Context: an optimization exercise on an open-source flow, tuned for small area and a short achievable clock period. The choices shown serve that exercise and are no tape-out recipe. No functional check of the RTL was part of any run shown here.

==> flow/design.v (outline; a module is shown in full before it is edited, if it fits) <==
// module full_adder: 10 lines
// module final_adder: 422 lines
// module fp32_unpacker: 20 lines
// module fp32_aligner: 18 lines
// module wallace_tree_8_inputs: 507 lines
// module fp32_normalizer_rounder: 471 lines
// module fp32_packer: 14 lines
// module fp32_adder_tree_8_inputs: 851 lines
module fp32_adder_tree_8_inputs (
    input wire clk,
    input wire rst_n,
    input wire [127:0] dvr_fp32addtree8to1_s0,
    input wire [127:0] dvr_fp32addtree8to1_s1,
    input wire [2:0] cru_fp32addtree8to1,
    output wire [127:0] dr_fp32addtree8to1_d
);
  // ...
==> flow/flow/run.sh <==
#!/bin/bash
# Layout flow: ORFS, with two changes to its synthesis script and a setup
# margin for timing repair.
#  - synthesis: Yosys's generic synth step runs without its quick ABC pass, so
#    the full adders written in the RTL reach extract_fa as written (no
#    inverters around them); the final ABC mapping uses flow/abc.script.
#  - layout: standard steps; repair_timing aims at SETUP_SLACK_MARGIN; the
#    port buffers are the platform's smallest buffer.
# Each tool's output goes to ORFS's own logs (orfs/logs/...); make's output to flow.log.
set -euo pipefail
HERE=$(pwd)
FL=$HERE/flow
source $FL/params.sh
sed -e 's#^source \$::env(SCRIPTS_DIR)/synth_preamble.tcl#&\nset abc_args [lreplace $abc_args 1 1 '"$FL"'/abc.script]#' \
    -e 's#synth -top \$::env(DESIGN_NAME) -run fine: {\*}\$synth_full_args#& -noabc#' \
    $FLOW_HOME/scripts/synth.tcl > $HERE/my_synth.tcl
grep -q -- '-noabc' $HERE/my_synth.tcl
grep -q 'abc.script\]' $HERE/my_synth.tcl
sed -e "s#source \$::env(SCRIPTS_DIR)/synth.tcl#source $HERE/my_synth.tcl#" synth_recipe.tcl > my_synth_recipe.tcl
grep -q my_synth.tcl my_synth_recipe.tcl
sed -e "s#SYNTH_SCRIPT=[^ ]*#SYNTH_SCRIPT=$HERE/my_synth_recipe.tcl#" standard.sh > my_standard.sh
grep -q my_synth_recipe.tcl my_standard.sh
export SETUP_SLACK_MARGIN=$MARGIN
# every port still gets a buffer, the smallest one
export BUFFER_PORTS_ARGS="${PORTBUF:--buffer_cell sky130_fd_sc_hd__buf_1}"
bash my_standard.sh finish > flow.log 2>&1
==> flow/flow/abc.script <==
strash
dch
map -B 0.9
topo
mfs
strash
dch
map -B 0.9
topo
stime -c
buffer -c
upsize -c
dnsize -c
==> flow/flow/params.sh <==
MARGIN=42

==> flow/standard.sh <==
#!/bin/bash
# synth_recipe.tcl (not shown) runs the flow's synth.tcl, then flattens the netlist and writes it again
# the make line also repeats each setting of config.mk as NAME=value (left out here)
make -C /OpenROAD-flow-scripts/flow DESIGN_CONFIG=/design/flow/config.mk WORK_HOME=/design/flow/orfs CLKGATE_MAP_FILE= SYNTH_SCRIPT=/design/flow/synth_recipe.tcl "${@:-finish}"
==> flow/config.mk <==
export PLATFORM = sky130hd
export DESIGN_NAME = fp32_adder_tree_8_inputs
export DESIGN_NICKNAME = fp32_adder_tree_8_inputs
export VERILOG_FILES = /design/flow/design.v
export SDC_FILE = /design/flow/constraint.sdc
export NUM_CORES = 8
export LEC_CHECK = 0
export ABC_AREA = 1
export CAP_MARGIN = 20
export CORE_MARGIN = 2
export CORE_UTILIZATION = 40
export SLEW_MARGIN = 20
==> flow/constraint.sdc <==
create_clock -name core_clock -period 64.0 [get_ports {clk}]
set_input_delay 12.8000 -clock core_clock [delete_from_list [all_inputs] [get_ports {clk}]]
set_output_delay 12.8000 -clock core_clock [all_outputs]
set_load 0.01 [all_outputs]
==> notes.md, run 1 <==
capture point of the worst path=row_a_q[1]; num sequential=86; min-delay worst type=input pin to asynchronous set/reset pin; Core ar.=between 80,000 and 90,000 um2; Hold-fix buffers, CTS=0; Clock Tree Buf Depth=2; Critical Path AT=21.86 ns; routed wire length=approximately 140,000 um; H-tree lvl count=3; FILL cells=9,285; total CTS buffers=9; most common library cell in the layout ignoring fill and taps=nand2_1; largest cell class by area=multi-input combinational cells; Worst Path Required=64.25 ns; Final Hold Fails=0; CTS tree=done; critical setup path kind=input pin to register; Via density=5.45; Hold Slack=between 10 and 15 ns; outcome=no timing/DRC/antenna violations; crit-path most repeated cell=nand2_1; largest register by flop count=row_a_q; dpl cell area=approximately 36,000 um2; count of plain and timing-repair buffers in the layout=466; synthesized area=33,800 um2; largest cells by area after synthesis=nand2_1 (20%), fa_1 (14%), o21ai_0 (9.8%); async set or reset register ratio after synthesis=0.0116; Pre-antenna DRT Iters=6; Sink Count=86; DRT met1 WL=slightly below 60,000 um; placer congestion estimate=between 1 and 1.5; post-synth cell types=between 60 and 70; adder-cell share of the synthesized area=0.187; Post-Syn Instances=between 5,000 and 6,000; post-synthesis sequential area ratio=0.0511; Placed Cells incl. Taps=approximately 7,000; number of enable flip-flop cells after synthesis=0
==> module fp32_normalizer_rounder, before the edit <==
module fp32_normalizer_rounder (
    input  wire [34:0] mag,
    input  wire [7:0]  exp_in,      
    output wire [30:0] res,         
    output wire        overflow
);
    wire [31:0] lim = (exp_in <= 8'd32) ? (32'd1 << (6'd32 - exp_in[5:0])) : 32'd0;
    wire [63:0] lzv = {mag | {3'b000, lim}, 1'b1, 28'b0};
    wire lz_z0_0 = ~lzv[63];
    wire lz_z0_1 = ~lzv[62];
    wire lz_z0_2 = ~lzv[61];
    wire lz_z0_3 = ~lzv[60];
    wire lz_z0_4 = ~lzv[59];
    wire lz_z0_5 = ~lzv[58];
    wire lz_z0_6 = ~lzv[57];
    wire lz_z0_7 = ~lzv[56];
    wire lz_z0_8 = ~lzv[55];
    wire lz_z0_9 = ~lzv[54];
    wire lz_z0_10 = ~lzv[53];
    wire lz_z0_11 = ~lzv[52];
    wire lz_z0_12 = ~lzv[51];
    wire lz_z0_13 = ~lzv[50];
    wire lz_z0_14 = ~lzv[49];
    wire lz_z0_15 = ~lzv[48];
    wire lz_z0_16 = ~lzv[47];
    wire lz_z0_17 = ~lzv[46];
    wire lz_z0_18 = ~lzv[45];
    wire lz_z0_19 = ~lzv[44];
    wire lz_z0_20 = ~lzv[43];
    wire lz_z0_21 = ~lzv[42];
    wire lz_z0_22 = ~lzv[41];
    wire lz_z0_23 = ~lzv[40];
    wire lz_z0_24 = ~lzv[39];
    wire lz_z0_25 = ~lzv[38];
    wire lz_z0_26 = ~lzv[37];
    wire lz_z0_27 = ~lzv[36];
    wire lz_z0_28 = ~lzv[35];
    wire lz_z0_29 = ~lzv[34];
    wire lz_z0_30 = ~lzv[33];
    wire lz_z0_31 = ~lzv[32];
    wire lz_z0_32 = ~lzv[31];
    wire lz_z0_33 = ~lzv[30];
    wire lz_z0_34 = ~lzv[29];
    wire lz_z0_35 = ~lzv[28];
    wire lz_z0_36 = ~lzv[27];
    wire lz_z0_37 = ~lzv[26];
    wire lz_z0_38 = ~lzv[25];
    wire lz_z0_39 = ~lzv[24];
    wire lz_z0_40 = ~lzv[23];
    wire lz_z0_41 = ~lzv[22];
    wire lz_z0_42 = ~lzv[21];
    wire lz_z0_43 = ~lzv[20];
    wire lz_z0_44 = ~lzv[19];
    wire lz_z0_45 = ~lzv[18];
    wire lz_z0_46 = ~lzv[17];
    wire lz_z0_47 = ~lzv[16];
    wire lz_z0_48 = ~lzv[15];
    wire lz_z0_49 = ~lzv[14];
    wire lz_z0_50 = ~lzv[13];
    wire lz_z0_51 = ~lzv[12];
    wire lz_z0_52 = ~lzv[11];
    wire lz_z0_53 = ~lzv[10];
    wire lz_z0_54 = ~lzv[9];
    wire lz_z0_55 = ~lzv[8];
    wire lz_z0_56 = ~lzv[7];
    wire lz_z0_57 = ~lzv[6];
    wire lz_z0_58 = ~lzv[5];
    wire lz_z0_59 = ~lzv[4];
    wire lz_z0_60 = ~lzv[3];
    wire lz_z0_61 = ~lzv[2];
    wire lz_z0_62 = ~lzv[1];
    wire lz_z0_63 = ~lzv[0];
    wire lz_z1_0 = lz_z0_0 & lz_z0_1;
    wire [0:0] lz_c1_0 = lz_z0_0;
    wire lz_z1_1 = lz_z0_2 & lz_z0_3;
    wire [0:0] lz_c1_1 = lz_z0_2;
    wire lz_z1_2 = lz_z0_4 & lz_z0_5;
    wire [0:0] lz_c1_2 = lz_z0_4;
    wire lz_z1_3 = lz_z0_6 & lz_z0_7;
    wire [0:0] lz_c1_3 = lz_z0_6;
    wire lz_z1_4 = lz_z0_8 & lz_z0_9;
    wire [0:0] lz_c1_4 = lz_z0_8;
    wire lz_z1_5 = lz_z0_10 & lz_z0_11;
    wire [0:0] lz_c1_5 = lz_z0_10;
    wire lz_z1_6 = lz_z0_12 & lz_z0_13;
    wire [0:0] lz_c1_6 = lz_z0_12;
    wire lz_z1_7 = lz_z0_14 & lz_z0_15;
    wire [0:0] lz_c1_7 = lz_z0_14;
    wire lz_z1_8 = lz_z0_16 & lz_z0_17;
    wire [0:0] lz_c1_8 = lz_z0_16;
    wire lz_z1_9 = lz_z0_18 & lz_z0_19;
    wire [0:0] lz_c1_9 = lz_z0_18;
    wire lz_z1_10 = lz_z0_20 & lz_z0_21;
    wire [0:0] lz_c1_10 = lz_z0_20;
    wire lz_z1_11 = lz_z0_22 & lz_z0_23;
    wire [0:0] lz_c1_11 = lz_z0_22;
    wire lz_z1_12 = lz_z0_24 & lz_z0_25;
    wire [0:0] lz_c1_12 = lz_z0_24;
    wire lz_z1_13 = lz_z0_26 & lz_z0_27;
    wire [0:0] lz_c1_13 = lz_z0_26;
    wire lz_z1_14 = lz_z0_28 & lz_z0_29;
    wire [0:0] lz_c1_14 = lz_z0_28;
    wire lz_z1_15 = lz_z0_30 & lz_z0_31;
    wire [0:0] lz_c1_15 = lz_z0_30;
    wire lz_z1_16 = lz_z0_32 & lz_z0_33;
    wire [0:0] lz_c1_16 = lz_z0_32;
    wire lz_z1_17 = lz_z0_34 & lz_z0_35;
    wire [0:0] lz_c1_17 = lz_z0_34;
    wire lz_z1_18 = lz_z0_36 & lz_z0_37;
    wire [0:0] lz_c1_18 = lz_z0_36;
    wire lz_z1_19 = lz_z0_38 & lz_z0_39;
    wire [0:0] lz_c1_19 = lz_z0_38;
    wire lz_z1_20 = lz_z0_40 & lz_z0_41;
    wire [0:0] lz_c1_20 = lz_z0_40;
    wire lz_z1_21 = lz_z0_42 & lz_z0_43;
    wire [0:0] lz_c1_21 = lz_z0_42;
    wire lz_z1_22 = lz_z0_44 & lz_z0_45;
    wire [0:0] lz_c1_22 = lz_z0_44;
    wire lz_z1_23 = lz_z0_46 & lz_z0_47;
    wire [0:0] lz_c1_23 = lz_z0_46;
    wire lz_z1_24 = lz_z0_48 & lz_z0_49;
    wire [0:0] lz_c1_24 = lz_z0_48;
    wire lz_z1_25 = lz_z0_50 & lz_z0_51;
    wire [0:0] lz_c1_25 = lz_z0_50;
    wire lz_z1_26 = lz_z0_52 & lz_z0_53;
    wire [0:0] lz_c1_26 = lz_z0_52;
    wire lz_z1_27 = lz_z0_54 & lz_z0_55;
    wire [0:0] lz_c1_27 = lz_z0_54;
    wire lz_z1_28 = lz_z0_56 & lz_z0_57;
    wire [0:0] lz_c1_28 = lz_z0_56;
    wire lz_z1_29 = lz_z0_58 & lz_z0_59;
    wire [0:0] lz_c1_29 = lz_z0_58;
    wire lz_z1_30 = lz_z0_60 & lz_z0_61;
    wire [0:0] lz_c1_30 = lz_z0_60;
    wire lz_z1_31 = lz_z0_62 & lz_z0_63;
    wire [0:0] lz_c1_31 = lz_z0_62;
    wire lz_z2_0 = lz_z1_0 & lz_z1_1;
    wire [1:0] lz_c2_0 = lz_z1_0 ? {1'b1, lz_c1_1} : {1'b0, lz_c1_0};
    wire lz_z2_1 = lz_z1_2 & lz_z1_3;
    wire [1:0] lz_c2_1 = lz_z1_2 ? {1'b1, lz_c1_3} : {1'b0, lz_c1_2};
    wire lz_z2_2 = lz_z1_4 & lz_z1_5;
    wire [1:0] lz_c2_2 = lz_z1_4 ? {1'b1, lz_c1_5} : {1'b0, lz_c1_4};
    wire lz_z2_3 = lz_z1_6 & lz_z1_7;
    wire [1:0] lz_c2_3 = lz_z1_6 ? {1'b1, lz_c1_7} : {1'b0, lz_c1_6};
    wire lz_z2_4 = lz_z1_8 & lz_z1_9;
    wire [1:0] lz_c2_4 = lz_z1_8 ? {1'b1, lz_c1_9} : {1'b0, lz_c1_8};
    wire lz_z2_5 = lz_z1_10 & lz_z1_11;
    wire [1:0] lz_c2_5 = lz_z1_10 ? {1'b1, lz_c1_11} : {1'b0, lz_c1_10};
    wire lz_z2_6 = lz_z1_12 & lz_z1_13;
    wire [1:0] lz_c2_6 = lz_z1_12 ? {1'b1, lz_c1_13} : {1'b0, lz_c1_12};
    wire lz_z2_7 = lz_z1_14 & lz_z1_15;
    wire [1:0] lz_c2_7 = lz_z1_14 ? {1'b1, lz_c1_15} : {1'b0, lz_c1_14};
    wire lz_z2_8 = lz_z1_16 & lz_z1_17;
    wire [1:0] lz_c2_8 = lz_z1_16 ? {1'b1, lz_c1_17} : {1'b0, lz_c1_16};
    wire lz_z2_9 = lz_z1_18 & lz_z1_19;
    wire [1:0] lz_c2_9 = lz_z1_18 ? {1'b1, lz_c1_19} : {1'b0, lz_c1_18};
    wire lz_z2_10 = lz_z1_20 & lz_z1_21;
    wire [1:0] lz_c2_10 = lz_z1_20 ? {1'b1, lz_c1_21} : {1'b0, lz_c1_20};
    wire lz_z2_11 = lz_z1_22 & lz_z1_23;
    wire [1:0] lz_c2_11 = lz_z1_22 ? {1'b1, lz_c1_23} : {1'b0, lz_c1_22};
    wire lz_z2_12 = lz_z1_24 & lz_z1_25;
    wire [1:0] lz_c2_12 = lz_z1_24 ? {1'b1, lz_c1_25} : {1'b0, lz_c1_24};
    wire lz_z2_13 = lz_z1_26 & lz_z1_27;
    wire [1:0] lz_c2_13 = lz_z1_26 ? {1'b1, lz_c1_27} : {1'b0, lz_c1_26};
    wire lz_z2_14 = lz_z1_28 & lz_z1_29;
    wire [1:0] lz_c2_14 = lz_z1_28 ? {1'b1, lz_c1_29} : {1'b0, lz_c1_28};
    wire lz_z2_15 = lz_z1_30 & lz_z1_31;
    wire [1:0] lz_c2_15 = lz_z1_30 ? {1'b1, lz_c1_31} : {1'b0, lz_c1_30};
    wire lz_z3_0 = lz_z2_0 & lz_z2_1;
    wire [2:0] lz_c3_0 = lz_z2_0 ? {1'b1, lz_c2_1} : {1'b0, lz_c2_0};
    wire lz_z3_1 = lz_z2_2 & lz_z2_3;
    wire [2:0] lz_c3_1 = lz_z2_2 ? {1'b1, lz_c2_3} : {1'b0, lz_c2_2};
    wire lz_z3_2 = lz_z2_4 & lz_z2_5;
    wire [2:0] lz_c3_2 = lz_z2_4 ? {1'b1, lz_c2_5} : {1'b0, lz_c2_4};
    wire lz_z3_3 = lz_z2_6 & lz_z2_7;
    wire [2:0] lz_c3_3 = lz_z2_6 ? {1'b1, lz_c2_7} : {1'b0, lz_c2_6};
    wire lz_z3_4 = lz_z2_8 & lz_z2_9;
    wire [2:0] lz_c3_4 = lz_z2_8 ? {1'b1, lz_c2_9} : {1'b0, lz_c2_8};
    wire lz_z3_5 = lz_z2_10 & lz_z2_11;
    wire [2:0] lz_c3_5 = lz_z2_10 ? {1'b1, lz_c2_11} : {1'b0, lz_c2_10};
    wire lz_z3_6 = lz_z2_12 & lz_z2_13;
    wire [2:0] lz_c3_6 = lz_z2_12 ? {1'b1, lz_c2_13} : {1'b0, lz_c2_12};
    wire lz_z3_7 = lz_z2_14 & lz_z2_15;
    wire [2:0] lz_c3_7 = lz_z2_14 ? {1'b1, lz_c2_15} : {1'b0, lz_c2_14};
    wire lz_z4_0 = lz_z3_0 & lz_z3_1;
    wire [3:0] lz_c4_0 = lz_z3_0 ? {1'b1, lz_c3_1} : {1'b0, lz_c3_0};
    wire lz_z4_1 = lz_z3_2 & lz_z3_3;
    wire [3:0] lz_c4_1 = lz_z3_2 ? {1'b1, lz_c3_3} : {1'b0, lz_c3_2};
    wire lz_z4_2 = lz_z3_4 & lz_z3_5;
    wire [3:0] lz_c4_2 = lz_z3_4 ? {1'b1, lz_c3_5} : {1'b0, lz_c3_4};
    wire lz_z4_3 = lz_z3_6 & lz_z3_7;
    wire [3:0] lz_c4_3 = lz_z3_6 ? {1'b1, lz_c3_7} : {1'b0, lz_c3_6};
    wire lz_z5_0 = lz_z4_0 & lz_z4_1;
    wire [4:0] lz_c5_0 = lz_z4_0 ? {1'b1, lz_c4_1} : {1'b0, lz_c4_0};
    wire lz_z5_1 = lz_z4_2 & lz_z4_3;
    wire [4:0] lz_c5_1 = lz_z4_2 ? {1'b1, lz_c4_3} : {1'b0, lz_c4_2};
    wire lz_z6_0 = lz_z5_0 & lz_z5_1;
    wire [5:0] lz_c6_0 = lz_z5_0 ? {1'b1, lz_c5_1} : {1'b0, lz_c5_0};
    wire [5:0] sh = lz_c6_0;
    wire [34:0] n1 = sh[5] ? {mag[2:0], 32'b0} : mag;
    wire [34:0] n2 = sh[4] ? {n1[18:0], 16'b0} : n1;
    wire [34:0] n3 = sh[3] ? {n2[26:0], 8'b0} : n2;
    wire [34:0] n4 = sh[2] ? {n3[30:0], 4'b0} : n3;
    wire [34:0] n5 = sh[1] ? {n4[32:0], 2'b0} : n4;
    wire [34:0] nn = sh[0] ? {n5[33:0], 1'b0} : n5;
    wire normal = nn[34];
    wire g = nn[10];
    wire r = nn[9];
    wire st = |(mag[8:0] & (9'h1ff >> sh));
    wire rnd = g & (r | st | nn[11]);
    wire [8:0] e3 = {1'b0, exp_in} + 9'd3;
    wire [8:0] e4 = {1'b0, exp_in} + 9'd4;
    wire [8:0] nsh = ~{3'b0, sh};
    wire [8:0] x3, x4;
    wire xe_1 = e3[0] & nsh[0];
    wire xe_2 = e3[1] & nsh[1];
    wire xe_3 = e3[2] & nsh[2];
    wire xe_4 = e3[3] & nsh[3];
    wire xe_5 = e3[4] & nsh[4];
    wire xe_6 = e3[5] & nsh[5];
    wire xe_7 = e3[6] & nsh[6];
    wire xe_8 = e3[7] & nsh[7];
    wire xe_9 = e3[8] & nsh[8];
    wire xe_10 = e3[0] ^ nsh[0];
    wire xe_11 = e3[1] ^ nsh[1];
    wire xe_12 = e3[2] ^ nsh[2];
    wire xe_13 = e3[3] ^ nsh[3];
    wire xe_14 = e3[4] ^ nsh[4];
    wire xe_15 = e3[5] ^ nsh[5];
    wire xe_16 = e3[6] ^ nsh[6];
    wire xe_17 = e3[7] ^ nsh[7];
    wire xe_18 = e3[8] ^ nsh[8];
    wire xe_19 = xe_1 | (xe_10 & 1'b1);
    wire xe_20 = xe_2 | (xe_11 & xe_19);
    wire xe_21 = xe_11 & xe_10;
    wire xe_22 = xe_3 | (xe_12 & xe_2);
    wire xe_23 = xe_12 & xe_11;
    wire xe_24 = xe_4 | (xe_13 & xe_3);
    wire xe_25 = xe_13 & xe_12;
    wire xe_26 = xe_5 | (xe_14 & xe_4);
    wire xe_27 = xe_14 & xe_13;
    wire xe_28 = xe_6 | (xe_15 & xe_5);
    wire xe_29 = xe_15 & xe_14;
    wire xe_30 = xe_7 | (xe_16 & xe_6);
    wire xe_31 = xe_16 & xe_15;
    wire xe_32 = xe_8 | (xe_17 & xe_7);
    wire xe_33 = xe_17 & xe_16;
    wire xe_34 = xe_9 | (xe_18 & xe_8);
    wire xe_35 = xe_18 & xe_17;
    wire xe_36 = xe_22 | (xe_23 & xe_19);
    wire xe_37 = xe_23 & xe_10;
    wire xe_38 = xe_24 | (xe_25 & xe_20);
    wire xe_39 = xe_25 & xe_21;
    wire xe_40 = xe_26 | (xe_27 & xe_22);
    wire xe_41 = xe_27 & xe_23;
    wire xe_42 = xe_28 | (xe_29 & xe_24);
    wire xe_43 = xe_29 & xe_25;
    wire xe_44 = xe_30 | (xe_31 & xe_26);
    wire xe_45 = xe_31 & xe_27;
    wire xe_46 = xe_32 | (xe_33 & xe_28);
    wire xe_47 = xe_33 & xe_29;
    wire xe_48 = xe_34 | (xe_35 & xe_30);
    wire xe_49 = xe_35 & xe_31;
    wire xe_50 = xe_40 | (xe_41 & xe_19);
    wire xe_51 = xe_41 & xe_10;
    wire xe_52 = xe_42 | (xe_43 & xe_20);
    wire xe_53 = xe_43 & xe_21;
    wire xe_54 = xe_44 | (xe_45 & xe_36);
    wire xe_55 = xe_45 & xe_37;
    wire xe_56 = xe_46 | (xe_47 & xe_38);
    wire xe_57 = xe_47 & xe_39;
    wire xe_58 = xe_48 | (xe_49 & xe_40);
    wire xe_59 = xe_49 & xe_41;
    wire xe_60 = xe_58 | (xe_59 & xe_19);
    wire xe_61 = xe_59 & xe_10;
    assign x3[0] = xe_10 ^ 1'b1;
    assign x3[1] = xe_11 ^ xe_19;
    assign x3[2] = xe_12 ^ xe_20;
    assign x3[3] = xe_13 ^ xe_36;
    assign x3[4] = xe_14 ^ xe_38;
    assign x3[5] = xe_15 ^ xe_50;
    assign x3[6] = xe_16 ^ xe_52;
    assign x3[7] = xe_17 ^ xe_54;
    assign x3[8] = xe_18 ^ xe_56;
    wire xe_62 = e4[0] & nsh[0];
    wire xe_63 = e4[1] & nsh[1];
    wire xe_64 = e4[2] & nsh[2];
    wire xe_65 = e4[3] & nsh[3];
    wire xe_66 = e4[4] & nsh[4];
    wire xe_67 = e4[5] & nsh[5];
    wire xe_68 = e4[6] & nsh[6];
    wire xe_69 = e4[7] & nsh[7];
    wire xe_70 = e4[8] & nsh[8];
    wire xe_71 = e4[0] ^ nsh[0];
    wire xe_72 = e4[1] ^ nsh[1];
    wire xe_73 = e4[2] ^ nsh[2];
    wire xe_74 = e4[3] ^ nsh[3];
    wire xe_75 = e4[4] ^ nsh[4];
    wire xe_76 = e4[5] ^ nsh[5];
    wire xe_77 = e4[6] ^ nsh[6];
    wire xe_78 = e4[7] ^ nsh[7];
    wire xe_79 = e4[8] ^ nsh[8];
    wire xe_80 = xe_62 | (xe_71 & 1'b1);
    wire xe_81 = xe_63 | (xe_72 & xe_80);
    wire xe_82 = xe_72 & xe_71;
    wire xe_83 = xe_64 | (xe_73 & xe_63);
    wire xe_84 = xe_73 & xe_72;
    wire xe_85 = xe_65 | (xe_74 & xe_64);
    wire xe_86 = xe_74 & xe_73;
    wire xe_87 = xe_66 | (xe_75 & xe_65);
    wire xe_88 = xe_75 & xe_74;
    wire xe_89 = xe_67 | (xe_76 & xe_66);
    wire xe_90 = xe_76 & xe_75;
    wire xe_91 = xe_68 | (xe_77 & xe_67);
    wire xe_92 = xe_77 & xe_76;
    wire xe_93 = xe_69 | (xe_78 & xe_68);
    wire xe_94 = xe_78 & xe_77;
    wire xe_95 = xe_70 | (xe_79 & xe_69);
    wire xe_96 = xe_79 & xe_78;
    wire xe_97 = xe_83 | (xe_84 & xe_80);
    wire xe_98 = xe_84 & xe_71;
    wire xe_99 = xe_85 | (xe_86 & xe_81);
    wire xe_100 = xe_86 & xe_82;
    wire xe_101 = xe_87 | (xe_88 & xe_83);
    wire xe_102 = xe_88 & xe_84;
    wire xe_103 = xe_89 | (xe_90 & xe_85);
    wire xe_104 = xe_90 & xe_86;
    wire xe_105 = xe_91 | (xe_92 & xe_87);
    wire xe_106 = xe_92 & xe_88;
    wire xe_107 = xe_93 | (xe_94 & xe_89);
    wire xe_108 = xe_94 & xe_90;
    wire xe_109 = xe_95 | (xe_96 & xe_91);
    wire xe_110 = xe_96 & xe_92;
    wire xe_111 = xe_101 | (xe_102 & xe_80);
    wire xe_112 = xe_102 & xe_71;
    wire xe_113 = xe_103 | (xe_104 & xe_81);
    wire xe_114 = xe_104 & xe_82;
    wire xe_115 = xe_105 | (xe_106 & xe_97);
    wire xe_116 = xe_106 & xe_98;
    wire xe_117 = xe_107 | (xe_108 & xe_99);
    wire xe_118 = xe_108 & xe_100;
    wire xe_119 = xe_109 | (xe_110 & xe_101);
    wire xe_120 = xe_110 & xe_102;
    wire xe_121 = xe_119 | (xe_120 & xe_80);
    wire xe_122 = xe_120 & xe_71;
    assign x4[0] = xe_71 ^ 1'b1;
    assign x4[1] = xe_72 ^ xe_80;
    assign x4[2] = xe_73 ^ xe_81;
    assign x4[3] = xe_74 ^ xe_97;
    assign x4[4] = xe_75 ^ xe_99;
    assign x4[5] = xe_76 ^ xe_111;
    assign x4[6] = xe_77 ^ xe_113;
    assign x4[7] = xe_78 ^ xe_115;
    assign x4[8] = xe_79 ^ xe_117;
    wire ov3 = x3 >= 9'd255;
    wire ov4 = x4 >= 9'd255;
    wire [22:0] mr;
    wire [22:0] mant = nn[33:11];
    wire rn_1 = mant[1] & mant[0];
    wire rn_2 = mant[2] & mant[1];
    wire rn_3 = mant[3] & mant[2];
    wire rn_4 = mant[4] & mant[3];
    wire rn_5 = mant[5] & mant[4];
    wire rn_6 = mant[6] & mant[5];
    wire rn_7 = mant[7] & mant[6];
    wire rn_8 = mant[8] & mant[7];
    wire rn_9 = mant[9] & mant[8];
    wire rn_10 = mant[10] & mant[9];
    wire rn_11 = mant[11] & mant[10];
    wire rn_12 = mant[12] & mant[11];
    wire rn_13 = mant[13] & mant[12];
    wire rn_14 = mant[14] & mant[13];
    wire rn_15 = mant[15] & mant[14];
    wire rn_16 = mant[16] & mant[15];
    wire rn_17 = mant[17] & mant[16];
    wire rn_18 = mant[18] & mant[17];
    wire rn_19 = mant[19] & mant[18];
    wire rn_20 = mant[20] & mant[19];
    wire rn_21 = mant[21] & mant[20];
    wire rn_22 = mant[22] & mant[21];
    wire rn_23 = rn_2 & mant[0];
    wire rn_24 = rn_3 & rn_1;
    wire rn_25 = rn_4 & rn_2;
    wire rn_26 = rn_5 & rn_3;
    wire rn_27 = rn_6 & rn_4;
    wire rn_28 = rn_7 & rn_5;
    wire rn_29 = rn_8 & rn_6;
    wire rn_30 = rn_9 & rn_7;
    wire rn_31 = rn_10 & rn_8;
    wire rn_32 = rn_11 & rn_9;
    wire rn_33 = rn_12 & rn_10;
    wire rn_34 = rn_13 & rn_11;
    wire rn_35 = rn_14 & rn_12;
    wire rn_36 = rn_15 & rn_13;
    wire rn_37 = rn_16 & rn_14;
    wire rn_38 = rn_17 & rn_15;
    wire rn_39 = rn_18 & rn_16;
    wire rn_40 = rn_19 & rn_17;
    wire rn_41 = rn_20 & rn_18;
    wire rn_42 = rn_21 & rn_19;
    wire rn_43 = rn_22 & rn_20;
    wire rn_44 = rn_25 & mant[0];
    wire rn_45 = rn_26 & rn_1;
    wire rn_46 = rn_27 & rn_23;
    wire rn_47 = rn_28 & rn_24;
    wire rn_48 = rn_29 & rn_25;
    wire rn_49 = rn_30 & rn_26;
    wire rn_50 = rn_31 & rn_27;
    wire rn_51 = rn_32 & rn_28;
    wire rn_52 = rn_33 & rn_29;
    wire rn_53 = rn_34 & rn_30;
    wire rn_54 = rn_35 & rn_31;
    wire rn_55 = rn_36 & rn_32;
    wire rn_56 = rn_37 & rn_33;
    wire rn_57 = rn_38 & rn_34;
    wire rn_58 = rn_39 & rn_35;
    wire rn_59 = rn_40 & rn_36;
    wire rn_60 = rn_41 & rn_37;
    wire rn_61 = rn_42 & rn_38;
    wire rn_62 = rn_43 & rn_39;
    wire rn_63 = rn_48 & mant[0];
    wire rn_64 = rn_49 & rn_1;
    wire rn_65 = rn_50 & rn_23;
    wire rn_66 = rn_51 & rn_24;
    wire rn_67 = rn_52 & rn_44;
    wire rn_68 = rn_53 & rn_45;
    wire rn_69 = rn_54 & rn_46;
    wire rn_70 = rn_55 & rn_47;
    wire rn_71 = rn_56 & rn_48;
    wire rn_72 = rn_57 & rn_49;
    wire rn_73 = rn_58 & rn_50;
    wire rn_74 = rn_59 & rn_51;
    wire rn_75 = rn_60 & rn_52;
    wire rn_76 = rn_61 & rn_53;
    wire rn_77 = rn_62 & rn_54;
    wire rn_78 = rn_71 & mant[0];
    wire rn_79 = rn_72 & rn_1;
    wire rn_80 = rn_73 & rn_23;
    wire rn_81 = rn_74 & rn_24;
    wire rn_82 = rn_75 & rn_44;
    wire rn_83 = rn_76 & rn_45;
    wire rn_84 = rn_77 & rn_46;
    assign mr[0] = mant[0] ^ rnd;
    assign mr[1] = mant[1] ^ (rnd & mant[0]);
    assign mr[2] = mant[2] ^ (rnd & rn_1);
    assign mr[3] = mant[3] ^ (rnd & rn_23);
    assign mr[4] = mant[4] ^ (rnd & rn_24);
    assign mr[5] = mant[5] ^ (rnd & rn_44);
    assign mr[6] = mant[6] ^ (rnd & rn_45);
    assign mr[7] = mant[7] ^ (rnd & rn_46);
    assign mr[8] = mant[8] ^ (rnd & rn_47);
    assign mr[9] = mant[9] ^ (rnd & rn_63);
    assign mr[10] = mant[10] ^ (rnd & rn_64);
    assign mr[11] = mant[11] ^ (rnd & rn_65);
    assign mr[12] = mant[12] ^ (rnd & rn_66);
    assign mr[13] = mant[13] ^ (rnd & rn_67);
    assign mr[14] = mant[14] ^ (rnd & rn_68);
    assign mr[15] = mant[15] ^ (rnd & rn_69);
    assign mr[16] = mant[16] ^ (rnd & rn_70);
    assign mr[17] = mant[17] ^ (rnd & rn_78);
    assign mr[18] = mant[18] ^ (rnd & rn_79);
    assign mr[19] = mant[19] ^ (rnd & rn_80);
    assign mr[20] = mant[20] ^ (rnd & rn_81);
    assign mr[21] = mant[21] ^ (rnd & rn_82);
    assign mr[22] = mant[22] ^ (rnd & rn_83);
    wire rn_85 = rnd & rn_84;
    wire cm = rn_85;
    wire [7:0] er = normal ? (cm ? x4[7:0] : x3[7:0]) : {7'b0, cm};
    assign overflow = normal & (cm ? ov4 : ov3);
    assign res = {er, mr};
endmodule
==> run 2: changes to the inputs <==
--- a/flow/design.v
+++ b/flow/design.v
@@ -1190,144 +1190,6 @@
     wire [8:0] nsh = ~{3'b0, sh};
     wire [8:0] x3, x4;
-    wire xe_1 = e3[0] & nsh[0];
-    wire xe_2 = e3[1] & nsh[1];
-    wire xe_3 = e3[2] & nsh[2];
-    wire xe_4 = e3[3] & nsh[3];
-    wire xe_5 = e3[4] & nsh[4];
-    wire xe_6 = e3[5] & nsh[5];
-    wire xe_7 = e3[6] & nsh[6];
-    wire xe_8 = e3[7] & nsh[7];
-    wire xe_9 = e3[8] & nsh[8];
-    wire xe_10 = e3[0] ^ nsh[0];
-    wire xe_11 = e3[1] ^ nsh[1];
-    wire xe_12 = e3[2] ^ nsh[2];
-    wire xe_13 = e3[3] ^ nsh[3];
-    wire xe_14 = e3[4] ^ nsh[4];
-    wire xe_15 = e3[5] ^ nsh[5];
-    wire xe_16 = e3[6] ^ nsh[6];
-    wire xe_17 = e3[7] ^ nsh[7];
-    wire xe_18 = e3[8] ^ nsh[8];
-    wire xe_19 = xe_1 | (xe_10 & 1'b1);
-    wire xe_20 = xe_2 | (xe_11 & xe_19);
-    wire xe_21 = xe_11 & xe_10;
-    wire xe_22 = xe_3 | (xe_12 & xe_2);
-    wire xe_23 = xe_12 & xe_11;
-    wire xe_24 = xe_4 | (xe_13 & xe_3);
-    wire xe_25 = xe_13 & xe_12;
-    wire xe_26 = xe_5 | (xe_14 & xe_4);
-    wire xe_27 = xe_14 & xe_13;
-    wire xe_28 = xe_6 | (xe_15 & xe_5);
-    wire xe_29 = xe_15 & xe_14;
-    wire xe_30 = xe_7 | (xe_16 & xe_6);
-    wire xe_31 = xe_16 & xe_15;
-    wire xe_32 = xe_8 | (xe_17 & xe_7);
-    wire xe_33 = xe_17 & xe_16;
-    wire xe_34 = xe_9 | (xe_18 & xe_8);
-    wire xe_35 = xe_18 & xe_17;
-    wire xe_36 = xe_22 | (xe_23 & xe_19);
-    wire xe_37 = xe_23 & xe_10;
-    wire xe_38 = xe_24 | (xe_25 & xe_20);
-    wire xe_39 = xe_25 & xe_21;
-    wire xe_40 = xe_26 | (xe_27 & xe_22);
-    wire xe_41 = xe_27 & xe_23;
-    wire xe_42 = xe_28 | (xe_29 & xe_24);
-    wire xe_43 = xe_29 & xe_25;
-    wire xe_44 = xe_30 | (xe_31 & xe_26);
-    wire xe_45 = xe_31 & xe_27;
-    wire xe_46 = xe_32 | (xe_33 & xe_28);
-    wire xe_47 = xe_33 & xe_29;
-    wire xe_48 = xe_34 | (xe_35 & xe_30);
-    wire xe_49 = xe_35 & xe_31;
-    wire xe_50 = xe_40 | (xe_41 & xe_19);
-    wire xe_51 = xe_41 & xe_10;
-    wire xe_52 = xe_42 | (xe_43 & xe_20);
-    wire xe_53 = xe_43 & xe_21;
-    wire xe_54 = xe_44 | (xe_45 & xe_36);
-    wire xe_55 = xe_45 & xe_37;
-    wire xe_56 = xe_46 | (xe_47 & xe_38);
-    wire xe_57 = xe_47 & xe_39;
-    wire xe_58 = xe_48 | (xe_49 & xe_40);
-    wire xe_59 = xe_49 & xe_41;
-    wire xe_60 = xe_58 | (xe_59 & xe_19);
-    wire xe_61 = xe_59 & xe_10;
-    assign x3[0] = xe_10 ^ 1'b1;
-    assign x3[1] = xe_11 ^ xe_19;
-    assign x3[2] = xe_12 ^ xe_20;
-    assign x3[3] = xe_13 ^ xe_36;
-    assign x3[4] = xe_14 ^ xe_38;
-    assign x3[5] = xe_15 ^ xe_50;
-    assign x3[6] = xe_16 ^ xe_52;
-    assign x3[7] = xe_17 ^ xe_54;
-    assign x3[8] = xe_18 ^ xe_56;
-    wire xe_62 = e4[0] & nsh[0];
-    wire xe_63 = e4[1] & nsh[1];
-    wire xe_64 = e4[2] & nsh[2];
-    wire xe_65 = e4[3] & nsh[3];
-    wire xe_66 = e4[4] & nsh[4];
-    wire xe_67 = e4[5] & nsh[5];
-    wire xe_68 = e4[6] & nsh[6];
-    wire xe_69 = e4[7] & nsh[7];
-    wire xe_70 = e4[8] & nsh[8];
-    wire xe_71 = e4[0] ^ nsh[0];
-    wire xe_72 = e4[1] ^ nsh[1];
-    wire xe_73 = e4[2] ^ nsh[2];
-    wire xe_74 = e4[3] ^ nsh[3];
-    wire xe_75 = e4[4] ^ nsh[4];
-    wire xe_76 = e4[5] ^ nsh[5];
-    wire xe_77 = e4[6] ^ nsh[6];
-    wire xe_78 = e4[7] ^ nsh[7];
-    wire xe_79 = e4[8] ^ nsh[8];
-    wire xe_80 = xe_62 | (xe_71 & 1'b1);
-    wire xe_81 = xe_63 | (xe_72 & xe_80);
-    wire xe_82 = xe_72 & xe_71;
-    wire xe_83 = xe_64 | (xe_73 & xe_63);
-    wire xe_84 = xe_73 & xe_72;
-    wire xe_85 = xe_65 | (xe_74 & xe_64);
-    wire xe_86 = xe_74 & xe_73;
-    wire xe_87 = xe_66 | (xe_75 & xe_65);
-    wire xe_88 = xe_75 & xe_74;
-    wire xe_89 = xe_67 | (xe_76 & xe_66);
-    wire xe_90 = xe_76 & xe_75;
-    wire xe_91 = xe_68 | (xe_77 & xe_67);
-    wire xe_92 = xe_77 & xe_76;
-    wire xe_93 = xe_69 | (xe_78 & xe_68);
-    wire xe_94 = xe_78 & xe_77;
-    wire xe_95 = xe_70 | (xe_79 & xe_69);
-    wire xe_96 = xe_79 & xe_78;
-    wire xe_97 = xe_83 | (xe_84 & xe_80);
-    wire xe_98 = xe_84 & xe_71;
-    wire xe_99 = xe_85 | (xe_86 & xe_81);
-    wire xe_100 = xe_86 & xe_82;
-    wire xe_101 = xe_87 | (xe_88 & xe_83);
-    wire xe_102 = xe_88 & xe_84;
-    wire xe_103 = xe_89 | (xe_90 & xe_85);
-    wire xe_104 = xe_90 & xe_86;
-    wire xe_105 = xe_91 | (xe_92 & xe_87);
-    wire xe_106 = xe_92 & xe_88;
-    wire xe_107 = xe_93 | (xe_94 & xe_89);
-    wire xe_108 = xe_94 & xe_90;
-    wire xe_109 = xe_95 | (xe_96 & xe_91);
-    wire xe_110 = xe_96 & xe_92;
-    wire xe_111 = xe_101 | (xe_102 & xe_80);
-    wire xe_112 = xe_102 & xe_71;
-    wire xe_113 = xe_103 | (xe_104 & xe_81);
-    wire xe_114 = xe_104 & xe_82;
-    wire xe_115 = xe_105 | (xe_106 & xe_97);
-    wire xe_116 = xe_106 & xe_98;
-    wire xe_117 = xe_107 | (xe_108 & xe_99);
-    wire xe_118 = xe_108 & xe_100;
-    wire xe_119 = xe_109 | (xe_110 & xe_101);
-    wire xe_120 = xe_110 & xe_102;
-    wire xe_121 = xe_119 | (xe_120 & xe_80);
-    wire xe_122 = xe_120 & xe_71;
-    assign x4[0] = xe_71 ^ 1'b1;
-    assign x4[1] = xe_72 ^ xe_80;
-    assign x4[2] = xe_73 ^ xe_81;
-    assign x4[3] = xe_74 ^ xe_97;
-    assign x4[4] = xe_75 ^ xe_99;
-    assign x4[5] = xe_76 ^ xe_111;
-    assign x4[6] = xe_77 ^ xe_113;
-    assign x4[7] = xe_78 ^ xe_115;
-    assign x4[8] = xe_79 ^ xe_117;
+    assign x3 = e3 - {3'b0, sh};
+    assign x4 = e4 - {3'b0, sh};
     wire ov3 = x3 >= 9'd255;
     wire ov4 = x4 >= 9'd255;
@@ -1862,401 +1724,33 @@
     wire [7:0] nx0 = ~ex[0];
     wire [7:0] d0;
-    wire df_1 = emax[0] & nx0[0];
-    wire df_2 = emax[1] & nx0[1];
-    wire df_3 = emax[2] & nx0[2];
-    wire df_4 = emax[3] & nx0[3];
-    wire df_5 = emax[4] & nx0[4];
-    wire df_6 = emax[5] & nx0[5];
-    wire df_7 = emax[6] & nx0[6];
-    wire df_8 = emax[7] & nx0[7];
-    wire df_9 = emax[0] ^ nx0[0];
-    wire df_10 = emax[1] ^ nx0[1];
-    wire df_11 = emax[2] ^ nx0[2];
-    wire df_12 = emax[3] ^ nx0[3];
-    wire df_13 = emax[4] ^ nx0[4];
-    wire df_14 = emax[5] ^ nx0[5];
-    wire df_15 = emax[6] ^ nx0[6];
-    wire df_16 = emax[7] ^ nx0[7];
-    wire df_17 = df_1 | (df_9 & 1'b1);
-    wire df_18 = df_2 | (df_10 & df_17);
-    wire df_19 = df_10 & df_9;
-    wire df_20 = df_4 | (df_12 & df_3);
-    wire df_21 = df_12 & df_11;
-    wire df_22 = df_6 | (df_14 & df_5);
-    wire df_23 = df_14 & df_13;
-    wire df_24 = df_8 | (df_16 & df_7);
-    wire df_25 = df_16 & df_15;
-    wire df_26 = df_20 | (df_21 & df_18);
-    wire df_27 = df_21 & df_19;
-    wire df_28 = df_24 | (df_25 & df_22);
-    wire df_29 = df_25 & df_23;
-    wire df_30 = df_28 | (df_29 & df_26);
-    wire df_31 = df_29 & df_27;
-    wire df_32 = df_22 | (df_23 & df_26);
-    wire df_33 = df_23 & df_27;
-    wire df_34 = df_3 | (df_11 & df_18);
-    wire df_35 = df_11 & df_19;
-    wire df_36 = df_5 | (df_13 & df_26);
-    wire df_37 = df_13 & df_27;
-    wire df_38 = df_7 | (df_15 & df_32);
-    wire df_39 = df_15 & df_33;
-    assign d0[0] = df_9 ^ 1'b1;
-    assign d0[1] = df_10 ^ df_17;
-    assign d0[2] = df_11 ^ df_18;
-    assign d0[3] = df_12 ^ df_34;
-    assign d0[4] = df_13 ^ df_26;
-    assign d0[5] = df_14 ^ df_36;
-    assign d0[6] = df_15 ^ df_32;
-    assign d0[7] = df_16 ^ df_38;
+    assign d0 = emax - ex[0];
     assign dif[0] = d0;
     wire [7:0] nx1 = ~ex[1];
     wire [7:0] d1;
-    wire df_40 = emax[0] & nx1[0];
-    wire df_41 = emax[1] & nx1[1];
-    wire df_42 = emax[2] & nx1[2];
-    wire df_43 = emax[3] & nx1[3];
-    wire df_44 = emax[4] & nx1[4];
-    wire df_45 = emax[5] & nx1[5];
-    wire df_46 = emax[6] & nx1[6];
-    wire df_47 = emax[7] & nx1[7];
-    wire df_48 = emax[0] ^ nx1[0];
-    wire df_49 = emax[1] ^ nx1[1];
-    wire df_50 = emax[2] ^ nx1[2];
-    wire df_51 = emax[3] ^ nx1[3];
-    wire df_52 = emax[4] ^ nx1[4];
-    wire df_53 = emax[5] ^ nx1[5];
-    wire df_54 = emax[6] ^ nx1[6];
-    wire df_55 = emax[7] ^ nx1[7];
-    wire df_56 = df_40 | (df_48 & 1'b1);
-    wire df_57 = df_41 | (df_49 & df_56);
-    wire df_58 = df_49 & df_48;
-    wire df_59 = df_43 | (df_51 & df_42);
-    wire df_60 = df_51 & df_50;
-    wire df_61 = df_45 | (df_53 & df_44);
-    wire df_62 = df_53 & df_52;
-    wire df_63 = df_47 | (df_55 & df_46);
-    wire df_64 = df_55 & df_54;
-    wire df_65 = df_59 | (df_60 & df_57);
-    wire df_66 = df_60 & df_58;
-    wire df_67 = df_63 | (df_64 & df_61);
-    wire df_68 = df_64 & df_62;
-    wire df_69 = df_67 | (df_68 & df_65);
-    wire df_70 = df_68 & df_66;
-    wire df_71 = df_61 | (df_62 & df_65);
-    wire df_72 = df_62 & df_66;
-    wire df_73 = df_42 | (df_50 & df_57);
-    wire df_74 = df_50 & df_58;
-    wire df_75 = df_44 | (df_52 & df_65);
-    wire df_76 = df_52 & df_66;
-    wire df_77 = df_46 | (df_54 & df_71);
-    wire df_78 = df_54 & df_72;
-    assign d1[0] = df_48 ^ 1'b1;
-    assign d1[1] = df_49 ^ df_56;
-    assign d1[2] = df_50 ^ df_57;
-    assign d1[3] = df_51 ^ df_73;
-    assign d1[4] = df_52 ^ df_65;
-    assign d1[5] = df_53 ^ df_75;
-    assign d1[6] = df_54 ^ df_71;
-    assign d1[7] = df_55 ^ df_77;
+    assign d1 = emax - ex[1];
     assign dif[1] = d1;
     wire [7:0] nx2 = ~ex[2];
     wire [7:0] d2;
-    wire df_79 = emax[0] & nx2[0];
-    wire df_80 = emax[1] & nx2[1];
-    wire df_81 = emax[2] & nx2[2];
-    wire df_82 = emax[3] & nx2[3];
-    wire df_83 = emax[4] & nx2[4];
-    wire df_84 = emax[5] & nx2[5];
-    wire df_85 = emax[6] & nx2[6];
-    wire df_86 = emax[7] & nx2[7];
-    wire df_87 = emax[0] ^ nx2[0];
-    wire df_88 = emax[1] ^ nx2[1];
-    wire df_89 = emax[2] ^ nx2[2];
-    wire df_90 = emax[3] ^ nx2[3];
-    wire df_91 = emax[4] ^ nx2[4];
-    wire df_92 = emax[5] ^ nx2[5];
-    wire df_93 = emax[6] ^ nx2[6];
-    wire df_94 = emax[7] ^ nx2[7];
-    wire df_95 = df_79 | (df_87 & 1'b1);
-    wire df_96 = df_80 | (df_88 & df_95);
-    wire df_97 = df_88 & df_87;
-    wire df_98 = df_82 | (df_90 & df_81);
-    wire df_99 = df_90 & df_89;
-    wire df_100 = df_84 | (df_92 & df_83);
-    wire df_101 = df_92 & df_91;
-    wire df_102 = df_86 | (df_94 & df_85);
-    wire df_103 = df_94 & df_93;
-    wire df_104 = df_98 | (df_99 & df_96);
-    wire df_105 = df_99 & df_97;
-    wire df_106 = df_102 | (df_103 & df_100);
-    wire df_107 = df_103 & df_101;
-    wire df_108 = df_106 | (df_107 & df_104);
-    wire df_109 = df_107 & df_105;
-    wire df_110 = df_100 | (df_101 & df_104);
-    wire df_111 = df_101 & df_105;
-    wire df_112 = df_81 | (df_89 & df_96);
-    wire df_113 = df_89 & df_97;
-    wire df_114 = df_83 | (df_91 & df_104);
-    wire df_115 = df_91 & df_105;
-    wire df_116 = df_85 | (df_93 & df_110);
-    wire df_117 = df_93 & df_111;
-    assign d2[0] = df_87 ^ 1'b1;
-    assign d2[1] = df_88 ^ df_95;
-    assign d2[2] = df_89 ^ df_96;
-    assign d2[3] = df_90 ^ df_112;
-    assign d2[4] = df_91 ^ df_104;
-    assign d2[5] = df_92 ^ df_114;
-    assign d2[6] = df_93 ^ df_110;
-    assign d2[7] = df_94 ^ df_116;
+    assign d2 = emax - ex[2];
     assign dif[2] = d2;
     wire [7:0] nx3 = ~ex[3];
     wire [7:0] d3;
-    wire df_118 = emax[0] & nx3[0];
-    wire df_119 = emax[1] & nx3[1];
-    wire df_120 = emax[2] & nx3[2];
-    wire df_121 = emax[3] & nx3[3];
-    wire df_122 = emax[4] & nx3[4];
-    wire df_123 = emax[5] & nx3[5];
-    wire df_124 = emax[6] & nx3[6];
-    wire df_125 = emax[7] & nx3[7];
-    wire df_126 = emax[0] ^ nx3[0];
-    wire df_127 = emax[1] ^ nx3[1];
-    wire df_128 = emax[2] ^ nx3[2];
-    wire df_129 = emax[3] ^ nx3[3];
-    wire df_130 = emax[4] ^ nx3[4];
-    wire df_131 = emax[5] ^ nx3[5];
-    wire df_132 = emax[6] ^ nx3[6];
-    wire df_133 = emax[7] ^ nx3[7];
-    wire df_134 = df_118 | (df_126 & 1'b1);
-    wire df_135 = df_119 | (df_127 & df_134);
-    wire df_136 = df_127 & df_126;
-    wire df_137 = df_121 | (df_129 & df_120);
-    wire df_138 = df_129 & df_128;
-    wire df_139 = df_123 | (df_131 & df_122);
-    wire df_140 = df_131 & df_130;
-    wire df_141 = df_125 | (df_133 & df_124);
-    wire df_142 = df_133 & df_132;
-    wire df_143 = df_137 | (df_138 & df_135);
-    wire df_144 = df_138 & df_136;
-    wire df_145 = df_141 | (df_142 & df_139);
-    wire df_146 = df_142 & df_140;
-    wire df_147 = df_145 | (df_146 & df_143);
-    wire df_148 = df_146 & df_144;
-    wire df_149 = df_139 | (df_140 & df_143);
-    wire df_150 = df_140 & df_144;
-    wire df_151 = df_120 | (df_128 & df_135);
-    wire df_152 = df_128 & df_136;
-    wire df_153 = df_122 | (df_130 & df_143);
-    wire df_154 = df_130 & df_144;
-    wire df_155 = df_124 | (df_132 & df_149);
-    wire df_156 = df_132 & df_150;
-    assign d3[0] = df_126 ^ 1'b1;
-    assign d3[1] = df_127 ^ df_134;
-    assign d3[2] = df_128 ^ df_135;
-    assign d3[3] = df_129 ^ df_151;
-    assign d3[4] = df_130 ^ df_143;
-    assign d3[5] = df_131 ^ df_153;
-    assign d3[6] = df_132 ^ df_149;
-    assign d3[7] = df_133 ^ df_155;
+    assign d3 = emax - ex[3];
     assign dif[3] = d3;
     wire [7:0] nx4 = ~ex[4];
     wire [7:0] d4;
-    wire df_157 = emax[0] & nx4[0];
-    wire df_158 = emax[1] & nx4[1];
-    wire df_159 = emax[2] & nx4[2];
-    wire df_160 = emax[3] & nx4[3];
-    wire df_161 = emax[4] & nx4[4];
-    wire df_162 = emax[5] & nx4[5];
-    wire df_163 = emax[6] & nx4[6];
-    wire df_164 = emax[7] & nx4[7];
-    wire df_165 = emax[0] ^ nx4[0];
-    wire df_166 = emax[1] ^ nx4[1];
-    wire df_167 = emax[2] ^ nx4[2];
-    wire df_168 = emax[3] ^ nx4[3];
-    wire df_169 = emax[4] ^ nx4[4];
-    wire df_170 = emax[5] ^ nx4[5];
-    wire df_171 = emax[6] ^ nx4[6];
-    wire df_172 = emax[7] ^ nx4[7];
-    wire df_173 = df_157 | (df_165 & 1'b1);
-    wire df_174 = df_158 | (df_166 & df_173);
-    wire df_175 = df_166 & df_165;
-    wire df_176 = df_160 | (df_168 & df_159);
-    wire df_177 = df_168 & df_167;
-    wire df_178 = df_162 | (df_170 & df_161);
-    wire df_179 = df_170 & df_169;
-    wire df_180 = df_164 | (df_172 & df_163);
-    wire df_181 = df_172 & df_171;
-    wire df_182 = df_176 | (df_177 & df_174);
-    wire df_183 = df_177 & df_175;
-    wire df_184 = df_180 | (df_181 & df_178);
-    wire df_185 = df_181 & df_179;
-    wire df_186 = df_184 | (df_185 & df_182);
-    wire df_187 = df_185 & df_183;
-    wire df_188 = df_178 | (df_179 & df_182);
-    wire df_189 = df_179 & df_183;
-    wire df_190 = df_159 | (df_167 & df_174);
-    wire df_191 = df_167 & df_175;
-    wire df_192 = df_161 | (df_169 & df_182);
-    wire df_193 = df_169 & df_183;
-    wire df_194 = df_163 | (df_171 & df_188);
-    wire df_195 = df_171 & df_189;
-    assign d4[0] = df_165 ^ 1'b1;
-    assign d4[1] = df_166 ^ df_173;
-    assign d4[2] = df_167 ^ df_174;
-    assign d4[3] = df_168 ^ df_190;
-    assign d4[4] = df_169 ^ df_182;
-    assign d4[5] = df_170 ^ df_192;
-    assign d4[6] = df_171 ^ df_188;
-    assign d4[7] = df_172 ^ df_194;
+    assign d4 = emax - ex[4];
     assign dif[4] = d4;
     wire [7:0] nx5 = ~ex[5];
     wire [7:0] d5;
-    wire df_196 = emax[0] & nx5[0];
-    wire df_197 = emax[1] & nx5[1];
-    wire df_198 = emax[2] & nx5[2];
-    wire df_199 = emax[3] & nx5[3];
-    wire df_200 = emax[4] & nx5[4];
-    wire df_201 = emax[5] & nx5[5];
-    wire df_202 = emax[6] & nx5[6];
-    wire df_203 = emax[7] & nx5[7];
-    wire df_204 = emax[0] ^ nx5[0];
-    wire df_205 = emax[1] ^ nx5[1];
-    wire df_206 = emax[2] ^ nx5[2];
-    wire df_207 = emax[3] ^ nx5[3];
-    wire df_208 = emax[4] ^ nx5[4];
-    wire df_209 = emax[5] ^ nx5[5];
-    wire df_210 = emax[6] ^ nx5[6];
-    wire df_211 = emax[7] ^ nx5[7];
-    wire df_212 = df_196 | (df_204 & 1'b1);
-    wire df_213 = df_197 | (df_205 & df_212);
-    wire df_214 = df_205 & df_204;
-    wire df_215 = df_199 | (df_207 & df_198);
-    wire df_216 = df_207 & df_206;
-    wire df_217 = df_201 | (df_209 & df_200);
-    wire df_218 = df_209 & df_208;
-    wire df_219 = df_203 | (df_211 & df_202);
-    wire df_220 = df_211 & df_210;
-    wire df_221 = df_215 | (df_216 & df_213);
-    wire df_222 = df_216 & df_214;
-    wire df_223 = df_219 | (df_220 & df_217);
-    wire df_224 = df_220 & df_218;
-    wire df_225 = df_223 | (df_224 & df_221);
-    wire df_226 = df_224 & df_222;
-    wire df_227 = df_217 | (df_218 & df_221);
-    wire df_228 = df_218 & df_222;
-    wire df_229 = df_198 | (df_206 & df_213);
-    wire df_230 = df_206 & df_214;
-    wire df_231 = df_200 | (df_208 & df_221);
-    wire df_232 = df_208 & df_222;
-    wire df_233 = df_202 | (df_210 & df_227);
-    wire df_234 = df_210 & df_228;
-    assign d5[0] = df_204 ^ 1'b1;
-    assign d5[1] = df_205 ^ df_212;
-    assign d5[2] = df_206 ^ df_213;
-    assign d5[3] = df_207 ^ df_229;
-    assign d5[4] = df_208 ^ df_221;
-    assign d5[5] = df_209 ^ df_231;
-    assign d5[6] = df_210 ^ df_227;
-    assign d5[7] = df_211 ^ df_233;
+    assign d5 = emax - ex[5];
     assign dif[5] = d5;
     wire [7:0] nx6 = ~ex[6];
     wire [7:0] d6;
-    wire df_235 = emax[0] & nx6[0];
-    wire df_236 = emax[1] & nx6[1];
-    wire df_237 = emax[2] & nx6[2];
-    wire df_238 = emax[3] & nx6[3];
-    wire df_239 = emax[4] & nx6[4];
-    wire df_240 = emax[5] & nx6[5];
-    wire df_241 = emax[6] & nx6[6];
-    wire df_242 = emax[7] & nx6[7];
-    wire df_243 = emax[0] ^ nx6[0];
-    wire df_244 = emax[1] ^ nx6[1];
-    wire df_245 = emax[2] ^ nx6[2];
-    wire df_246 = emax[3] ^ nx6[3];
-    wire df_247 = emax[4] ^ nx6[4];
-    wire df_248 = emax[5] ^ nx6[5];
-    wire df_249 = emax[6] ^ nx6[6];
-    wire df_250 = emax[7] ^ nx6[7];
-    wire df_251 = df_235 | (df_243 & 1'b1);
-    wire df_252 = df_236 | (df_244 & df_251);
-    wire df_253 = df_244 & df_243;
-    wire df_254 = df_238 | (df_246 & df_237);
-    wire df_255 = df_246 & df_245;
-    wire df_256 = df_240 | (df_248 & df_239);
-    wire df_257 = df_248 & df_247;
-    wire df_258 = df_242 | (df_250 & df_241);
-    wire df_259 = df_250 & df_249;
-    wire df_260 = df_254 | (df_255 & df_252);
-    wire df_261 = df_255 & df_253;
-    wire df_262 = df_258 | (df_259 & df_256);
-    wire df_263 = df_259 & df_257;
-    wire df_264 = df_262 | (df_263 & df_260);
-    wire df_265 = df_263 & df_261;
-    wire df_266 = df_256 | (df_257 & df_260);
-    wire df_267 = df_257 & df_261;
-    wire df_268 = df_237 | (df_245 & df_252);
-    wire df_269 = df_245 & df_253;
-    wire df_270 = df_239 | (df_247 & df_260);
-    wire df_271 = df_247 & df_261;
-    wire df_272 = df_241 | (df_249 & df_266);
-    wire df_273 = df_249 & df_267;
-    assign d6[0] = df_243 ^ 1'b1;
-    assign d6[1] = df_244 ^ df_251;
-    assign d6[2] = df_245 ^ df_252;
-    assign d6[3] = df_246 ^ df_268;
-    assign d6[4] = df_247 ^ df_260;
-    assign d6[5] = df_248 ^ df_270;
-    assign d6[6] = df_249 ^ df_266;
-    assign d6[7] = df_250 ^ df_272;
+    assign d6 = emax - ex[6];
     assign dif[6] = d6;
     wire [7:0] nx7 = ~ex[7];
     wire [7:0] d7;
-    wire df_274 = emax[0] & nx7[0];
-    wire df_275 = emax[1] & nx7[1];
-    wire df_276 = emax[2] & nx7[2];
-    wire df_277 = emax[3] & nx7[3];
-    wire df_278 = emax[4] & nx7[4];
-    wire df_279 = emax[5] & nx7[5];
-    wire df_280 = emax[6] & nx7[6];
-    wire df_281 = emax[7] & nx7[7];
-    wire df_282 = emax[0] ^ nx7[0];
-    wire df_283 = emax[1] ^ nx7[1];
-    wire df_284 = emax[2] ^ nx7[2];
-    wire df_285 = emax[3] ^ nx7[3];
-    wire df_286 = emax[4] ^ nx7[4];
-    wire df_287 = emax[5] ^ nx7[5];
-    wire df_288 = emax[6] ^ nx7[6];
-    wire df_289 = emax[7] ^ nx7[7];
-    wire df_290 = df_274 | (df_282 & 1'b1);
-    wire df_291 = df_275 | (df_283 & df_290);
-    wire df_292 = df_283 & df_282;
-    wire df_293 = df_277 | (df_285 & df_276);
-    wire df_294 = df_285 & df_284;
-    wire df_295 = df_279 | (df_287 & df_278);
-    wire df_296 = df_287 & df_286;
-    wire df_297 = df_281 | (df_289 & df_280);
-    wire df_298 = df_289 & df_288;
-    wire df_299 = df_293 | (df_294 & df_291);
-    wire df_300 = df_294 & df_292;
-    wire df_301 = df_297 | (df_298 & df_295);
-    wire df_302 = df_298 & df_296;
-    wire df_303 = df_301 | (df_302 & df_299);
-    wire df_304 = df_302 & df_300;
-    wire df_305 = df_295 | (df_296 & df_299);
-    wire df_306 = df_296 & df_300;
-    wire df_307 = df_276 | (df_284 & df_291);
-    wire df_308 = df_284 & df_292;
-    wire df_309 = df_278 | (df_286 & df_299);
-    wire df_310 = df_286 & df_300;
-    wire df_311 = df_280 | (df_288 & df_305);
-    wire df_312 = df_288 & df_306;
-    assign d7[0] = df_282 ^ 1'b1;
-    assign d7[1] = df_283 ^ df_290;
-    assign d7[2] = df_284 ^ df_291;
-    assign d7[3] = df_285 ^ df_307;
-    assign d7[4] = df_286 ^ df_299;
-    assign d7[5] = df_287 ^ df_309;
-    assign d7[6] = df_288 ^ df_305;
-    assign d7[7] = df_289 ^ df_311;
+    assign d7 = emax - ex[7];
     assign dif[7] = d7;
     wire [255:0] aligned;
@@ -2271,43 +1765,33 @@
     wire [35:0] row_a, row_b, sum;
     wallace_tree_8_inputs tree (.data_in(aligned), .sgn(sgn), .row_a(row_a), .row_b(row_b));
-    reg [35:0] row_a_q;
-    reg [35:0] row_b_q;
-    reg [7:0] emax_q;
-    reg nan_q;
-    reg inf_q;
-    reg ninf_q;
-    reg allneg_q;
-    reg valid_q;
-    reg [1:0] seg_q;
-    always @(posedge clk or negedge rst_n) begin
-        if (!rst_n) valid_q <= 1'b0;
-        else valid_q <= cru_fp32addtree8to1[2];
-    end
-    always @(posedge clk) begin
-        row_a_q <= row_a;
-        row_b_q <= row_b;
-        emax_q <= emax;
-        nan_q <= res_nan;
-        inf_q <= res_inf;
-        ninf_q <= ninf;
-        allneg_q <= all_neg;
-        seg_q <= cru_fp32addtree8to1[1:0];
-    end
-    wire [35:0] sum_q;
-    final_adder cpa (.a(row_a_q), .b(row_b_q), .sum(sum_q));
-    wire neg = sum_q[35];
-    wire [34:0] mag = sum_q[34:0] ^ {35{neg}};
+    final_adder cpa (.a(row_a), .b(row_b), .sum(sum));
+    wire neg = sum[35];
+    wire [34:0] mag = sum[34:0] ^ {35{neg}};
     wire zero = ~|mag;
-    wire sign = zero ? allneg_q : neg;
+    wire sign = zero ? all_neg : neg;
     wire [30:0] res;
     wire overflow;
-    fp32_normalizer_rounder nr (.mag(mag), .exp_in(emax_q), .res(res), .overflow(overflow));
+    fp32_normalizer_rounder nr (.mag(mag), .exp_in(emax), .res(res), .overflow(overflow));
     wire [31:0] fp_sum_result;
-    fp32_packer pk (.res_nan(nan_q), .res_inf(inf_q), .inf_sign(ninf_q),
+    fp32_packer pk (.res_nan(res_nan), .res_inf(res_inf), .inf_sign(ninf),
                     .overflow(overflow), .sign(sign), .res(res), .fp_out(fp_sum_result));
+    reg [31:0] sum_q;
+    reg        valid_q;
+    reg [1:0]  seg_q;
+    always @(posedge clk or negedge rst_n) begin
+        if (!rst_n) begin
+            sum_q   <= 32'b0;
+            valid_q <= 1'b0;
+            seg_q   <= 2'b0;
+        end else begin
+            sum_q   <= fp_sum_result;
+            valid_q <= cru_fp32addtree8to1[2];
+            seg_q   <= cru_fp32addtree8to1[1:0];
+        end
+    end
     assign dr_fp32addtree8to1_d = {
-        {32{valid_q & (seg_q == 2'b11)}} & fp_sum_result,
-        {32{valid_q & (seg_q == 2'b10)}} & fp_sum_result,
-        {32{valid_q & (seg_q == 2'b01)}} & fp_sum_result,
-        {32{valid_q & (seg_q == 2'b00)}} & fp_sum_result};
+        {32{valid_q & (seg_q == 2'b11)}} & sum_q,
+        {32{valid_q & (seg_q == 2'b10)}} & sum_q,
+        {32{valid_q & (seg_q == 2'b01)}} & sum_q,
+        {32{valid_q & (seg_q == 2'b00)}} & sum_q};
 endmodule
==> flow/flow/abc.script (replaced) <==
strash
dch
map -B 0.9
topo
stime -c
buffer -c
upsize -c
dnsize -c
==> flow/flow/params.sh (replaced) <==
MARGIN=35
==> notes.md, run 2 <==
critical setup path kind=input pin to register (unchanged); Tot GR Track Use=0.328 (was 0.306); register bit total from synthesis=35 (was 86); vias in the first global route=35,600 (was 35,700); synthesized area=33,200 um2 (was 33,800 um2); post-synth cell types=66 (was 63); yosys warns=1 (unchanged); largest registers=sum_q (32), seg_q (2), valid_q (1) (was row_a_q (36), row_b_q (35), emax_q (8)); most common library cell in the layout ignoring fill and taps=nand2_1 (unchanged); async set or reset register ratio after synthesis=1.00 (was 0.0116); CTS tree=done (unchanged); FILL cells=9,038 (was 9,285); via count=38,700 (was 39,100); Post-Syn Instances=5,586 (was 5,813); DR DRC count=0 (unchanged); Avg Cell Area, Syn=5.94 um2 (was 5.81 um2); largest cells by area after synthesis=nand2_1 (16%), fa_1 (13%), o21ai_0 (9.3%) (was nand2_1 (20%), fa_1 (14%), o21ai_0 (9.8%)); dpl cell area=35,200 um2 (was 35,900 um2); outcome=no timing/DRC/antenna violations (unchanged); area occupied by multi-input gates=29,600 um2 (was 28,900 um2); Final Cycle Share=0.439 (was 0.338); post-synthesis sequential area ratio=0.0264 (was 0.0511); Tmin final=28.07 ns (was 21.61 ns); WP buf/inv=12 (was 7); Hold-fix buffers, CTS=0 (unchanged); Critical Path AT=28.17 ns (was 21.86 ns); FF+latch area=876 um2 (was 1730 um2); Top delay family on crit path=simple AND/OR/NAND/NOR gates (unchanged); Sink Count=35 (was 86); commonest non-fill, non-tap cells in the layout=nand2_1 (1,426), o21ai_0 (591), nor2_1 (576), inv_1 (497), buf_1 (380) (was nand2_1 (1,826), inv_1 (630), o21ai_0 (612), nor2_1 (442), nand3_1 (389)); crit-path most repeated cell=nand2_1 (unchanged); count leader, synth=nand2_1 (unchanged); min-delay worst type=input pin to register (was input pin to asynchronous set/reset pin); CP Max Fanout=27 (was 14); Final Hold Fails=0 (unchanged); Pre-antenna DRT Iters=8 (was 6); H-tree lvl count=2 (was 3); CP Launch Type=input pin (unchanged); design area=36,600 um2 (was 37,100 um2); routed wire length=147,000 um (was 139,000 um); total CTS buffers=5 (was 9); Chip Width=292 um (was 295 um); placer congestion estimate=1.07 (was 1.04); Via density=5.62 (was 5.45); TNS Setup=0 ns (unchanged); Clock Tree Buf Depth=2 (unchanged); DP HPWL=125,000 um (was 117,000 um); largest register by flop count=sum_q (was row_a_q); Overflow after GRT=0 (unchanged); pre-CTS setup slack=32.86 ns (was 39.74 ns); DR WL/cell=21.3 um (was 19.3 um); Syn Nets=6,205 (was 6,439); Worst path max stage delay=0.62 ns (was 0.86 ns); Setup WS post-layout=35.93 ns (was 42.39 ns); Worst Path Required=64.09 ns (was 64.25 ns); synth-to-layout area growth=10.2% (was 9.86%); first-pass GRT wire length=216,000 um (was 207,000 um); initial antenna violation count=5 (was 13); NumNets Final=6,440 (was 6,665); maximum number of pins on one net before global-route repair=44 (was 47); number of enable flip-flop cells after synthesis=0 (unchanged); Core ar.=82,100 um2 (was 83,700 um2); max FFs per register=32 (was 36)
==> run 2: kinds of logic (layout without fill, tap and decap cells) <==
group / after synthesis / count (layout) / share of synthesized area
xor gates and xnor gates: 368 / 368 / 0.0975
DFF: 35 / 35 / 0.0264
AOI/OAI and AO/OA: 953 / 953 / 0.159
and+or+nand+nor: 2858 / 2864 / 0.382
other: 0 / 3 / 0
buffers and inverters: 844 / 1073 / 0.102
muxes: 170 / 170 / 0.0512
adders and majority gates: 358 / 358 / 0.182
==> run 2: routing by layer <==
metal  up-vias  track usage  part of all wire
met4         6        0.131             0.047
met3       286       0.0303             0.073
met1     17900        0.434              0.43
li1      18800            -                 -
met2      1706        0.547              0.45
met5         -            0           0.00031
==> run 2: path summary, 6_finish.rpt <==
check	end	depth (start not counted)	start
setup / recovery	sum_q[26]	75	dvr_fp32addtree8to1_s1[90]
hold / removal	seg_q[1]	1	cru_fp32addtree8to1[1]
max in group asynchronous	sum_q[16]	1	rst_n
min in group asynchronous	sum_q[17]	1	rst_n
==> run 2: final cells by class <==
class                      count  area share
antenna                        3    0.000205
inverter                     574      0.0627
multi-input combinational   4713       0.809
clock buffer                   6     0.00380
clock inverter                 1    0.000137
timing repair inverter        21     0.00410
sequential                    35      0.0239
tap                         1070      0.0366
timing repair buffer         471      0.0591
==> run 2: what timing repair did <==
action	CTS	global route
pin swaps	7	14
gates resized for setup	61	145
endpoints found under the setup margin	31	31
gates cloned	12	15
setup buffers	12	26
==> run 2: metrics by stage <==
step / cells / hold slack (ns)
final: 6894 / 12.62
after global routing: 6892 / 12.62
after CTS: 6850 / 12.61
after detailed placement: 6819 / 12.90
after global placement: 6819 / 12.90
after floorplan: 5586 / 12.50

==> static timing again, ports no longer ideal <==
How much do the figures lean on ideal ports? The routed layouts below were timed once more, with nothing changed but the port constraints. Step 1, drivers: a clkbuf_16 drives clk and a buf_2 each remaining input, both assumed. Step 2 adds t to the input delays and takes it off the output delays; t is the mean of the earliest and latest rising clock arrival at the registers after step 1. Input paths then give back, and output paths get back, about the clock's delay inside the block. a / b / c = ideal / step 1 / step 2; a / b = the first two.
run	t, ns	slack for setup (ns)	pins driven straight from the clock port
run 1	0.422	42.390 / 42.414 / 41.992	1
run 2	0.320	35.926 / 35.933 / 35.613	1
After both steps setup and hold are still met in every run listed. The setup slack of run 1, which loses most, moves by +0.024 ns with the drivers and by -0.398 ns with both steps.
